Background: an optimization exercise with open tools, aiming at small area. Do not read the settings as production practice. At most, simulation tests tie the RTL to the original design; equivalence was not proved. No driver is modelled on the clock port, so clocking that relies on it looks cheaper here than on a real chip. No activity file was given, so power comes from the tool's default toggle rates.

==> harbor <==
Design Nexys3fpga, start of the top module:
module Nexys3fpga (
	input 				clk100,
	input				rst,
	input				btnl, btnr,
	input				btnu, btnd,
	input				btns,
	input	[7:0]		sw,
	output	[7:0]		led,
	output 	[7:0]		seg,
	output	[3:0]		an
);
==> module db_sw, before the edit <==
module db_sw (input wire clk, input wire rst, input wire samp, input wire in, output reg out);
	reg oe;
	reg [1:0] r;
	wire d = in ^ oe;
	always @(posedge clk) begin
		out  <= oe & ~rst;
		oe   <= ~rst & (oe ^ (samp & d & r[1] & ~r[0]));
		r[1] <= ~rst & (samp ? d & r[0] : r[1]);
		r[0] <= ~rst & (samp ? d & ~r[1] : r[0]);
	end
endmodule
==> module db_btn, before the edit <==
module db_btn (input wire clk, input wire rst, input wire samp, input wire apply, input wire in, output reg out);
	reg [2:0] j;
	wire d = in ^ out;
	wire due = j[2] & ~j[0] & (out ? ~j[1] : j[1]);
	wire flip = due & apply;
	always @(posedge clk) begin
		out  <= ~rst & (out ^ flip);
		j[0] <= ~rst & (samp ? d & ~j[2] : j[0]);
		j[1] <= ~rst & (samp ? d & j[0] : j[1] & ~flip);
		j[2] <= ~rst & (samp ? d & j[1] : j[2] & ~flip);
	end
endmodule
==> module glyph, before the edit <==
module glyph (input wire [3:0] c, output wire [6:0] g);
	assign g[0] = ~((~c[3] & ~c[0]) | (~c[3] & ~c[1]) | (c[2] & ~c[1] & ~c[0]) | (c[2] & c[1] & c[0]));
	assign g[1] = (c[3] & ~c[1]) | (c[2] & ~c[1] & ~c[0]) | (~c[3] & c[2] & c[1] & c[0]);
	assign g[2] = (c[3] & ~c[0]) | (c[3] & c[2] & ~c[1]) | (~c[2] & c[1] & ~c[0]);
	assign g[3] = (c[3] & ~c[1]) | (~c[2] & c[1] & c[0]) | (c[2] & c[1] & ~c[0]);
	assign g[4] = (c[3]) | (~c[2] & c[0]) | (c[2] & ~c[0]);
	assign g[5] = ~((c[2] & c[0]) | (c[3] & c[1] & c[0]) | (~c[3] & ~c[1] & ~c[0]));
	assign g[6] = (c[3] & ~c[1]) | (~c[2] & ~c[1] & ~c[0]) | (c[2] & c[1] & ~c[0]) | (~c[3] & ~c[2] & c[1] & c[0]);
endmodule
==> module dstep, before the edit <==
module dstep (input wire [3:0] h, input wire dn, output wire [3:0] t,
              output wire is0, output wire is5, output wire is9);
	assign t[0] = (~h[0]) | (~dn & h[1]) | (dn & ~h[3]);
	assign t[1] = (~h[1]) | (h[3]) | (~dn & ~h[0]) | (dn & h[0]);
	assign t[2] = (~dn & h[3]) | (dn & ~h[1] & ~h[0]);
	assign t[3] = (h[3]) | (~dn & ~h[1] & h[0]) | (dn & ~h[1] & ~h[0]);
	assign is0 = (~h[2] & ~h[1] & ~h[0]);
	assign is5 = (h[2] & ~h[1] & ~h[0]);
	assign is9 = (h[3] & h[2]);
endmodule
==> module dcodes, before the edit <==
module dcodes (output wire [3:0] blank, output wire [3:0] seg_a, output wire [3:0] seg_b,
               output wire [3:0] seg_c, output wire [3:0] seg_f, output wire [3:0] eight,
               output wire [3:0] w05);
	assign blank = 4'b1000;
	assign seg_a = 4'b1100;
	assign seg_b = 4'b1110;
	assign seg_c = 4'b1001;
	assign seg_f = 4'b1101;
	assign eight = 4'b0101;
	assign w05 = 4'b0100;
endmodule
clock: 10.0 ns
lec_check: 0
cap_margin: 20
core_margin: 2
core_utilization: 85
place_density: 0.88
slew_margin: 20
standard.sh (not shown) runs the stock make flow with config.mk's settings and CLKGATE_MAP_FILE= SYNTH_SCRIPT=/design/flow/synth_recipe.tcl, a recipe that flattens the netlist after the stock synthesis.
==> flow/flow/run.sh <==
#!/bin/bash
# The standard layout (standard.sh: the standard flow's config.mk, ORFS's own steps and
# synthesis script) with different arguments for three ORFS steps:
#  - synthesis leaves adders to abc (ADDER_MAP_FILE empty): Yosys's adder
#    extraction otherwise turns 2-input decodes into half-adder cells whose
#    sum output is unused.  Registers are untouched by this.
#  - port buffers use the smallest buffer, sky130_fd_sc_hd__buf_1 (every
#    input and output port still gets its own buffer);
#  - clock tree synthesis adds no dummy loads to balance the tree.
# Each tool's output is in the ORFS logs under orfs/logs/; make's output
# goes to standard.log.
set -euo pipefail
export ADDER_MAP_FILE=
export BUFFER_PORTS_ARGS="-buffer_cell sky130_fd_sc_hd__buf_1"
export CTS_ARGS="-sink_clustering_enable -repair_clock_nets -buf_list sky130_fd_sc_hd__clkbuf_8 -dont_use_dummy_load"
bash standard.sh finish > standard.log 2>&1
==> juniper: changes against harbor <==
--- a/flow/design.v
+++ b/flow/design.v
@@ -19,31 +19,31 @@
 		out  <= ~rst & (out ^ flip);
 		j[0] <= ~rst & (samp ? d & ~j[2] : j[0]);
 		j[1] <= ~rst & (samp ? d & j[0] : j[1] & ~flip);
 		j[2] <= ~rst & (samp ? d & j[1] : j[2] & ~flip);
 	end
 endmodule
 `default_nettype none
 module glyph (input wire [3:0] c, output wire [6:0] g);
-	assign g[0] = ~((~c[3] & ~c[0]) | (~c[3] & ~c[1]) | (c[2] & ~c[1] & ~c[0]) | (c[2] & c[1] & c[0]));
-	assign g[1] = (c[3] & ~c[1]) | (c[2] & ~c[1] & ~c[0]) | (~c[3] & c[2] & c[1] & c[0]);
-	assign g[2] = (c[3] & ~c[0]) | (c[3] & c[2] & ~c[1]) | (~c[2] & c[1] & ~c[0]);
-	assign g[3] = (c[3] & ~c[1]) | (~c[2] & c[1] & c[0]) | (c[2] & c[1] & ~c[0]);
-	assign g[4] = (c[3]) | (~c[2] & c[0]) | (c[2] & ~c[0]);
-	assign g[5] = ~((c[2] & c[0]) | (c[3] & c[1] & c[0]) | (~c[3] & ~c[1] & ~c[0]));
-	assign g[6] = (c[3] & ~c[1]) | (~c[2] & ~c[1] & ~c[0]) | (c[2] & c[1] & ~c[0]) | (~c[3] & ~c[2] & c[1] & c[0]);
+	assign g[0] = (c[3] & ~c[2]) | (~c[2] & c[1] & c[0]) | (c[3] & c[1] & ~c[0]);
+	assign g[1] = (c[3] & ~c[1]) | (c[3] & c[2] & ~c[0]) | (c[2] & ~c[1] & ~c[0]) | (~c[3] & c[2] & c[1] & c[0]);
+	assign g[2] = (c[3] & ~c[1]) | (~c[2] & c[1] & ~c[0]);
+	assign g[3] = ~((~c[3] & ~c[1]) | (c[2] & c[0]) | (~c[3] & ~c[2] & ~c[0]));
+	assign g[4] = (c[3]) | (c[2] & ~c[0]) | (~c[2] & c[0]);
+	assign g[5] = (c[1] & ~c[0]) | (c[3] & ~c[0]) | (~c[3] & ~c[2] & c[0]);
+	assign g[6] = (c[3] & ~c[0]) | (c[3] & ~c[1]) | (~c[2] & ~c[1] & ~c[0]) | (c[2] & c[1] & ~c[0]) | (~c[3] & ~c[2] & c[1] & c[0]);
 endmodule
 `default_nettype none
 module dstep (input wire [3:0] h, input wire dn, output wire [3:0] t,
               output wire is0, output wire is5, output wire is9);
 	assign t[0] = (~h[0]) | (~dn & h[1]) | (dn & ~h[3]);
 	assign t[1] = (~h[1]) | (h[3]) | (~dn & ~h[0]) | (dn & h[0]);
 	assign t[2] = (~dn & h[3]) | (dn & ~h[1] & ~h[0]);
-	assign t[3] = (h[3]) | (~dn & ~h[1] & h[0]) | (dn & ~h[1] & ~h[0]);
+	assign t[3] = (h[3]) | (dn & ~h[1] & ~h[0]) | (~dn & ~h[1] & h[0]);
 	assign is0 = (~h[2] & ~h[1] & ~h[0]);
 	assign is5 = (h[2] & ~h[1] & ~h[0]);
 	assign is9 = (h[3] & h[2]);
 endmodule
 module dstep3 (input wire [1:0] h, input wire dn, output wire [1:0] t);
 	assign t[0] = 1'b1;
 	assign t[1] = (~dn & ~h[0]) | (dn & h[0]);
 endmodule
@@ -51,19 +51,19 @@
 	assign is0 = h == 2'b00;
 	assign is3 = h == 2'b01;
 endmodule
 module dcodes (output wire [3:0] blank, output wire [3:0] seg_a, output wire [3:0] seg_b,
                output wire [3:0] seg_c, output wire [3:0] seg_f, output wire [3:0] eight,
                output wire [3:0] w05);
 	assign blank = 4'b1000;
 	assign seg_a = 4'b1100;
-	assign seg_b = 4'b1110;
-	assign seg_c = 4'b1001;
-	assign seg_f = 4'b1101;
+	assign seg_b = 4'b1010;
+	assign seg_c = 4'b1110;
+	assign seg_f = 4'b1001;
 	assign eight = 4'b0101;
 	assign w05 = 4'b0100;
 endmodule
 `default_nettype none
 module Nexys3fpga (
 	input 				clk100,
 	input				rst,
 	input				btnl, btnr,
@@ -103,17 +103,17 @@
 	db_btn UBS (.clk(clk100), .rst(rst), .samp(samp), .apply(1'b1), .in(btns), .out(b_s));
 	db_btn UBL (.clk(clk100), .rst(rst), .samp(samp), .apply(~c0), .in(btnl), .out(b_l));
 	db_btn UBU (.clk(clk100), .rst(rst), .samp(samp), .apply(~c0), .in(btnu), .out(b_u));
 	db_btn UBR (.clk(clk100), .rst(rst), .samp(samp), .apply(~c0), .in(btnr), .out(b_r));
 	db_btn UBD (.clk(clk100), .rst(rst), .samp(samp), .apply(~c0), .in(btnd), .out(b_d));
 	reg rd, started;
 	always @(posedge clk100) begin
 		rd      <= ~rst & b_s;
-		started <= ~rst & (started | rd);
+		started <= ~rst & (started | b_s);
 	end
 	reg m_dn, m_up, m_fast;
 	reg n_dn, n_up, n_fast;
 	always @* begin
 		case ({b_l, b_u, b_r, b_d})
 			4'b1000, 4'b0001: {n_dn, n_up, n_fast} = 3'b100;
 			4'b1001:          {n_dn, n_up, n_fast} = 3'b101;
 			4'b0010, 4'b0100: {n_dn, n_up, n_fast} = 3'b010;
@@ -148,48 +148,46 @@
 	always @(posedge clk100) begin
 		h1 <= {4{~hr}} & (h1 ^ ({4{step}} & t1));
 		h2 <= {4{~hr}} & (h2 ^ ({4{en2}} & m2));
 		h3 <= {2{~hr}} & (h3 ^ ({2{en3}} & m3));
 	end
 	reg [1:0] di;
 	wire adv = started ? c0 : samp;
 	always @(posedge clk100)
-		if (rst || rd)
+		if (rst || b_s)
 			di <= 2'd0;
 		else if (adv)
 			di <= {di[1] ^ di[0], ~di[0]};
-	assign an = rd ? 4'b1110 : ~(4'b0001 << di);
-	wire [1:0] sel = rd ? 2'd0 : di;             
-	reg rd2;
-	always @(posedge clk100)
-		rd2 <= ~rst & rd;
+	assign an = ~(4'b0001 << di);
 	wire [2:0] G_BLANK = K_BLANK[2:0], G_A = K_A[2:0], G_B = K_B[2:0],
 	           G_C = K_C[2:0], G_F = K_F[2:0];
-	reg [2:0] mg;
+	reg [2:0] mg, mg_n;
 	always @* begin
-		if (rd && !rd2)               mg = !started ? G_BLANK : di[0] ? G_C : G_F;
-		else if (!started || rd || rd2) mg = G_BLANK;
-		else if (c1 || s2)            mg = G_F;
-		else if (s3 || s4)            mg = G_A;
-		else                          mg = G_B;
+		if (!started || rd)       mg_n = G_BLANK;
+		else if (c0)              mg_n = G_F;                  
+		else if (c1)              mg_n = di[0] ? G_C : G_F;    
+		else if (s2 || s3)        mg_n = G_A;                  
+		else                      mg_n = G_B;                  
 	end
+	always @(posedge clk100)
+		mg <= mg_n;
 	reg [3:0] cr;
 	reg       dpr;
 	always @(posedge clk100)
 		if (rst) begin
 			cr <= K_BLANK;  dpr <= 1'b1;         
 		end else if (x0) begin
 			cr <= K_EIGHT;  dpr <= 1'b0;         
 		end else begin
-			case (sel)
+			case (di)
 				2'd0:    cr <= {1'b1, mg};
 				2'd1:    cr <= h1;
 				2'd2:    cr <= h2;
 				default: cr <= {2'b00, h3};
 			endcase
-			dpr <= ~(sel[1] & ~sel[0]);
+			dpr <= ~(di[1] & ~di[0]);
 		end
 	wire [6:0] gl;
 	glyph GL (.c(cr), .g(gl));
 	assign seg = {dpr, gl};
 endmodule
 `default_nettype wire
--- a/flow/flow/run.sh
+++ b/flow/flow/run.sh
@@ -7,10 +7,10 @@
 #  - port buffers use the smallest buffer, sky130_fd_sc_hd__buf_1 (every
 #    input and output port still gets its own buffer);
 #  - clock tree synthesis adds no dummy loads to balance the tree.
 # Each tool's output is in the ORFS logs under orfs/logs/; make's output
 # goes to standard.log.
 set -euo pipefail
 export ADDER_MAP_FILE=
 export BUFFER_PORTS_ARGS="-buffer_cell sky130_fd_sc_hd__buf_1"
-export CTS_ARGS="-sink_clustering_enable -repair_clock_nets -buf_list sky130_fd_sc_hd__clkbuf_8 -dont_use_dummy_load"
+export CTS_ARGS="-repair_clock_nets -buf_list sky130_fd_sc_hd__clkbuf_16 -dont_use_dummy_load"
 bash standard.sh finish > standard.log 2>&1
==> fjord: changes against harbor <==
--- a/flow/design.v
+++ b/flow/design.v
@@ -1,69 +1,71 @@
 `default_nettype none
 module db_sw (input wire clk, input wire rst, input wire samp, input wire in, output reg out);
 	reg oe;
 	reg [1:0] r;
-	wire d = in ^ oe;
+	wire sr = samp | rst;                    
+	wire d = (in ^ oe) & ~rst;
 	always @(posedge clk) begin
 		out  <= oe & ~rst;
 		oe   <= ~rst & (oe ^ (samp & d & r[1] & ~r[0]));
-		r[1] <= ~rst & (samp ? d & r[0] : r[1]);
-		r[0] <= ~rst & (samp ? d & ~r[1] : r[0]);
+		r[1] <= (sr & d & r[0])  | (~sr & r[1]);
+		r[0] <= (sr & d & ~r[1]) | (~sr & r[0]);
 	end
 endmodule
 module db_btn (input wire clk, input wire rst, input wire samp, input wire apply, input wire in, output reg out);
 	reg [2:0] j;
-	wire d = in ^ out;
+	wire sr = samp | rst;                    
+	wire d = (in ^ out) & ~rst;
 	wire due = j[2] & ~j[0] & (out ? ~j[1] : j[1]);
 	wire flip = due & apply;
 	always @(posedge clk) begin
 		out  <= ~rst & (out ^ flip);
-		j[0] <= ~rst & (samp ? d & ~j[2] : j[0]);
-		j[1] <= ~rst & (samp ? d & j[0] : j[1] & ~flip);
-		j[2] <= ~rst & (samp ? d & j[1] : j[2] & ~flip);
+		j[0] <= (sr & d & ~j[2]) | (~sr & j[0]);
+		j[1] <= (sr & d & j[0])  | (~sr & j[1] & ~flip);
+		j[2] <= (sr & d & j[1])  | (~sr & j[2] & ~flip);
 	end
 endmodule
 `default_nettype none
 module glyph (input wire [3:0] c, output wire [6:0] g);
-	assign g[0] = ~((~c[3] & ~c[0]) | (~c[3] & ~c[1]) | (c[2] & ~c[1] & ~c[0]) | (c[2] & c[1] & c[0]));
-	assign g[1] = (c[3] & ~c[1]) | (c[2] & ~c[1] & ~c[0]) | (~c[3] & c[2] & c[1] & c[0]);
-	assign g[2] = (c[3] & ~c[0]) | (c[3] & c[2] & ~c[1]) | (~c[2] & c[1] & ~c[0]);
-	assign g[3] = (c[3] & ~c[1]) | (~c[2] & c[1] & c[0]) | (c[2] & c[1] & ~c[0]);
+	assign g[0] = (c[3] & ~c[1]) | (c[3] & c[2]) | (~c[3] & ~c[2] & c[1] & c[0]);
+	assign g[1] = ~((~c[3] & ~c[2]) | (c[2] & ~c[1] & c[0]) | (c[2] & c[1] & ~c[0]) | (c[3] & c[1] & c[0]));
+	assign g[2] = (c[3] & ~c[0]) | (~c[2] & c[1] & ~c[0]);
+	assign g[3] = ~((~c[3] & ~c[1]) | (~c[3] & ~c[2] & ~c[0]) | (~c[3] & c[2] & c[0]) | (c[3] & ~c[2] & c[1] & c[0]));
 	assign g[4] = (c[3]) | (~c[2] & c[0]) | (c[2] & ~c[0]);
-	assign g[5] = ~((c[2] & c[0]) | (c[3] & c[1] & c[0]) | (~c[3] & ~c[1] & ~c[0]));
-	assign g[6] = (c[3] & ~c[1]) | (~c[2] & ~c[1] & ~c[0]) | (c[2] & c[1] & ~c[0]) | (~c[3] & ~c[2] & c[1] & c[0]);
+	assign g[5] = (c[1] & ~c[0]) | (~c[3] & ~c[2] & c[0]) | (c[3] & ~c[2] & ~c[1]);
+	assign g[6] = (c[3] & ~c[0]) | (c[3] & ~c[1]) | (~c[2] & ~c[1] & ~c[0]) | (c[2] & c[1] & ~c[0]) | (~c[3] & ~c[2] & c[1] & c[0]);
 endmodule
 `default_nettype none
 module dstep (input wire [3:0] h, input wire dn, output wire [3:0] t,
               output wire is0, output wire is5, output wire is9);
 	assign t[0] = (~h[0]) | (~dn & h[1]) | (dn & ~h[3]);
 	assign t[1] = (~h[1]) | (h[3]) | (~dn & ~h[0]) | (dn & h[0]);
-	assign t[2] = (~dn & h[3]) | (dn & ~h[1] & ~h[0]);
+	assign t[2] = (dn & h[3]) | (~dn & ~h[1] & h[0]);
 	assign t[3] = (h[3]) | (~dn & ~h[1] & h[0]) | (dn & ~h[1] & ~h[0]);
 	assign is0 = (~h[2] & ~h[1] & ~h[0]);
 	assign is5 = (h[2] & ~h[1] & ~h[0]);
-	assign is9 = (h[3] & h[2]);
+	assign is9 = (h[3] & ~h[2]);
 endmodule
 module dstep3 (input wire [1:0] h, input wire dn, output wire [1:0] t);
 	assign t[0] = 1'b1;
 	assign t[1] = (~dn & ~h[0]) | (dn & h[0]);
 endmodule
 module dcode3 (input wire [1:0] h, output wire is0, output wire is3);
 	assign is0 = h == 2'b00;
 	assign is3 = h == 2'b01;
 endmodule
 module dcodes (output wire [3:0] blank, output wire [3:0] seg_a, output wire [3:0] seg_b,
                output wire [3:0] seg_c, output wire [3:0] seg_f, output wire [3:0] eight,
                output wire [3:0] w05);
 	assign blank = 4'b1000;
-	assign seg_a = 4'b1100;
+	assign seg_a = 4'b1010;
 	assign seg_b = 4'b1110;
 	assign seg_c = 4'b1001;
-	assign seg_f = 4'b1101;
+	assign seg_f = 4'b1100;
 	assign eight = 4'b0101;
 	assign w05 = 4'b0100;
 endmodule
 `default_nettype none
 module Nexys3fpga (
 	input 				clk100,
 	input				rst,
 	input				btnl, btnr,
==> flow/flow/run.sh (replaced) <==
#!/bin/bash
# The standard layout (standard.sh: the standard flow's config.mk, ORFS's own steps and
# its synthesis script) with different arguments for three ORFS steps:
#  - synthesis leaves adders to abc (ADDER_MAP_FILE empty): Yosys's adder
#    extraction otherwise turns 2-input decodes into half-adder cells whose
#    sum output is unused.  The registers and their names are the same.
#  - port buffers use the smallest buffer, sky130_fd_sc_hd__buf_1 (every
#    input and output port still gets its own buffer);
#  - clock tree: clock_buffers.tcl (sourced by ORFS's cts.tcl as its
#    PRE_CTS_TCL) replaces the tree synthesis call with MY_CLKBUF_COUNT
#    buffers fed by the clock port, each driving one group of nearby
#    registers; cts.tcl then legalises and repairs timing as usual.
# Each tool's output is in the ORFS logs under orfs/logs/; make's output
# goes to standard.log.
set -euo pipefail
export ADDER_MAP_FILE=
export BUFFER_PORTS_ARGS="-buffer_cell sky130_fd_sc_hd__buf_1"
export PRE_CTS_TCL="$PWD/flow/clock_buffers.tcl"
export MY_CLOCK_PORT=clk100
export MY_CLKBUF_CELL=sky130_fd_sc_hd__clkbuf_16
export MY_CLKBUF_COUNT=3
bash standard.sh finish > standard.log 2>&1
==> flow/flow/clock_buffers.tcl (new file) <==
set ::my_nbuf $::env(MY_CLKBUF_COUNT)
set ::my_buf $::env(MY_CLKBUF_CELL)
rename clock_tree_synthesis orfs_clock_tree_synthesis
proc clock_tree_synthesis { args } {
  set block [ord::get_db_block]
  set db [ord::get_db]
  set port [$block findBTerm $::env(MY_CLOCK_PORT)]
  set net [$port getNet]
  set master [$db findMaster $::my_buf]
  set sinks {}
  foreach it [$net getITerms] {
    set inst [$it getInst]
    set bb [$inst getBBox]
    lappend sinks [list $it [expr {([$bb xMin] + [$bb xMax]) / 2.0}] [expr {([$bb yMin] + [$bb yMax]) / 2.0}]]
  }
  set n [llength $sinks]
  set k $::my_nbuf
  # k-means on the register locations, started from sinks spread along x
  set sorted [lsort -real -index 1 $sinks]
  set cent {}
  for {set i 0} {$i < $k} {incr i} {
    set s [lindex $sorted [expr {int(($i + 0.5) * $n / $k)}]]
    lappend cent [list [lindex $s 1] [lindex $s 2]]
  }
  for {set iter 0} {$iter < 50} {incr iter} {
    set groups {}
    for {set i 0} {$i < $k} {incr i} { lappend groups {} }
    foreach s $sinks {
      set best 0; set bd 1e30
      for {set i 0} {$i < $k} {incr i} {
        set c [lindex $cent $i]
        set d [expr {abs([lindex $s 1] - [lindex $c 0]) + abs([lindex $s 2] - [lindex $c 1])}]
        if {$d < $bd} { set bd $d; set best $i }
      }
      lset groups $best [concat [lindex $groups $best] [list $s]]
    }
    set cent {}
    foreach g $groups {
      set sx 0.0; set sy 0.0
      foreach s $g { set sx [expr {$sx + [lindex $s 1]}]; set sy [expr {$sy + [lindex $s 2]}] }
      set m [expr {max(1, [llength $g])}]
      lappend cent [list [expr {$sx / $m}] [expr {$sy / $m}]]
    }
  }
  set i 0
  foreach g $groups c $cent {
    if {[llength $g] == 0} { continue }
    set inst [odb::dbInst_create $block $master "clkbuf_reg_$i"]
    set onet [odb::dbNet_create $block "clknet_reg_$i"]
    $onet setSigType CLOCK
    [$inst findITerm A] connect $net
    [$inst findITerm X] connect $onet
    foreach s $g {
      set it [lindex $s 0]
      $it disconnect
      $it connect $onet
    }
    $inst setLocation [expr {int([lindex $c 0])}] [expr {int([lindex $c 1])}]
    $inst setPlacementStatus PLACED
    puts "clock buffer clkbuf_reg_$i ($::my_buf) drives [llength $g] registers"
    incr i
  }
  $net setSigType CLOCK
  set_propagated_clock [all_clocks]
}
==> comparison <==
fjord did not get past global placement without I/O (3_1_place_gp_skip_io), error GPL-0301. juniper finished with timing, DRC and antenna clean. harbor ran to the end with no violations. Against juniper, the synthesized cell count of harbor is larger by about 2.5%. Area after synthesis: fjord < harbor < juniper. In juniper the core utilization is higher than in harbor, by 2.6 points. Between juniper and harbor, the lower power is in harbor (gap about 20%, measured against harbor). Critical path depth: harbor is lower than juniper (3). In clock-buffer cell count, harbor and juniper do not differ. Between harbor and juniper, the lower global-route usage is in harbor (gap 10 points).
==> figures <==
| metric | juniper | fjord | harbor |
|---|---|---|---|
| Outcome | complete, no violations | stopped before the end | complete, no violations |
| Failing step | - | global placement without I/O (3_1_place_gp_skip_io) | - |
| Final period utilization | 36.2% | - | 36.1% |
| Crit Reg-Reg Endpoint | h3[1] | - | UBS.j[1] |
| Accumulated negative setup slack | 0 ns | - | 0 ns |
| Timing startpoint of the critical path | cr[0] | - | di[0] |
| Overall Global Routing Usage | 43.9% | - | 33.6% |
| Clock Tree Buf Depth | 2 | - | 2 |
| Area fraction in compound gates after synthesis | 15.8% | 16.4% | 16.3% |
| Internal power of the cells | 0.512 mW | - | 0.426 mW |
| Final Net Count | 464 | - | 473 |
| Fin worst setup slack | 6.38 ns | - | 6.39 ns |
| Worst hold margin | 0.486 ns | - | 0.472 ns |
| Met1 Usage GRT | 48.2% | - | 38.8% |
| Seq group | 0.348 mW | - | 0.339 mW |
| Critical register-to-register path startpoint | m_dn | - | q[0] |
| Number of setup buffers added after CTS | 0 | - | 0 |
For juniper, only the layout was checked, not whether the RTL still works.

-- what the ideal ports hide --
The results above use ideal ports. As a check the final layouts listed here were re-extracted and re-timed, cells and wires unchanged.
Step 1 sets driving cells, clkbuf_16 on the clock port and buf_2 on the other inputs (assumed; they add their load-dependent delay and slew).
Step 2 also shifts input and output timing later by t, the mid clock arrival at the registers, as if the neighbouring blocks saw the same clock.
Slacks: no drivers / after step 1 / after step 2; pairs: no drivers / after step 1.
run	t (ns)	setup slack, ns	worst slew at a driven data input, ns
harbor	0.374	6.395 / 6.366 / 6.538	0.04
juniper	0.361	6.384 / 6.350 / 6.449	0.06
After both steps every run listed still meets setup and hold.
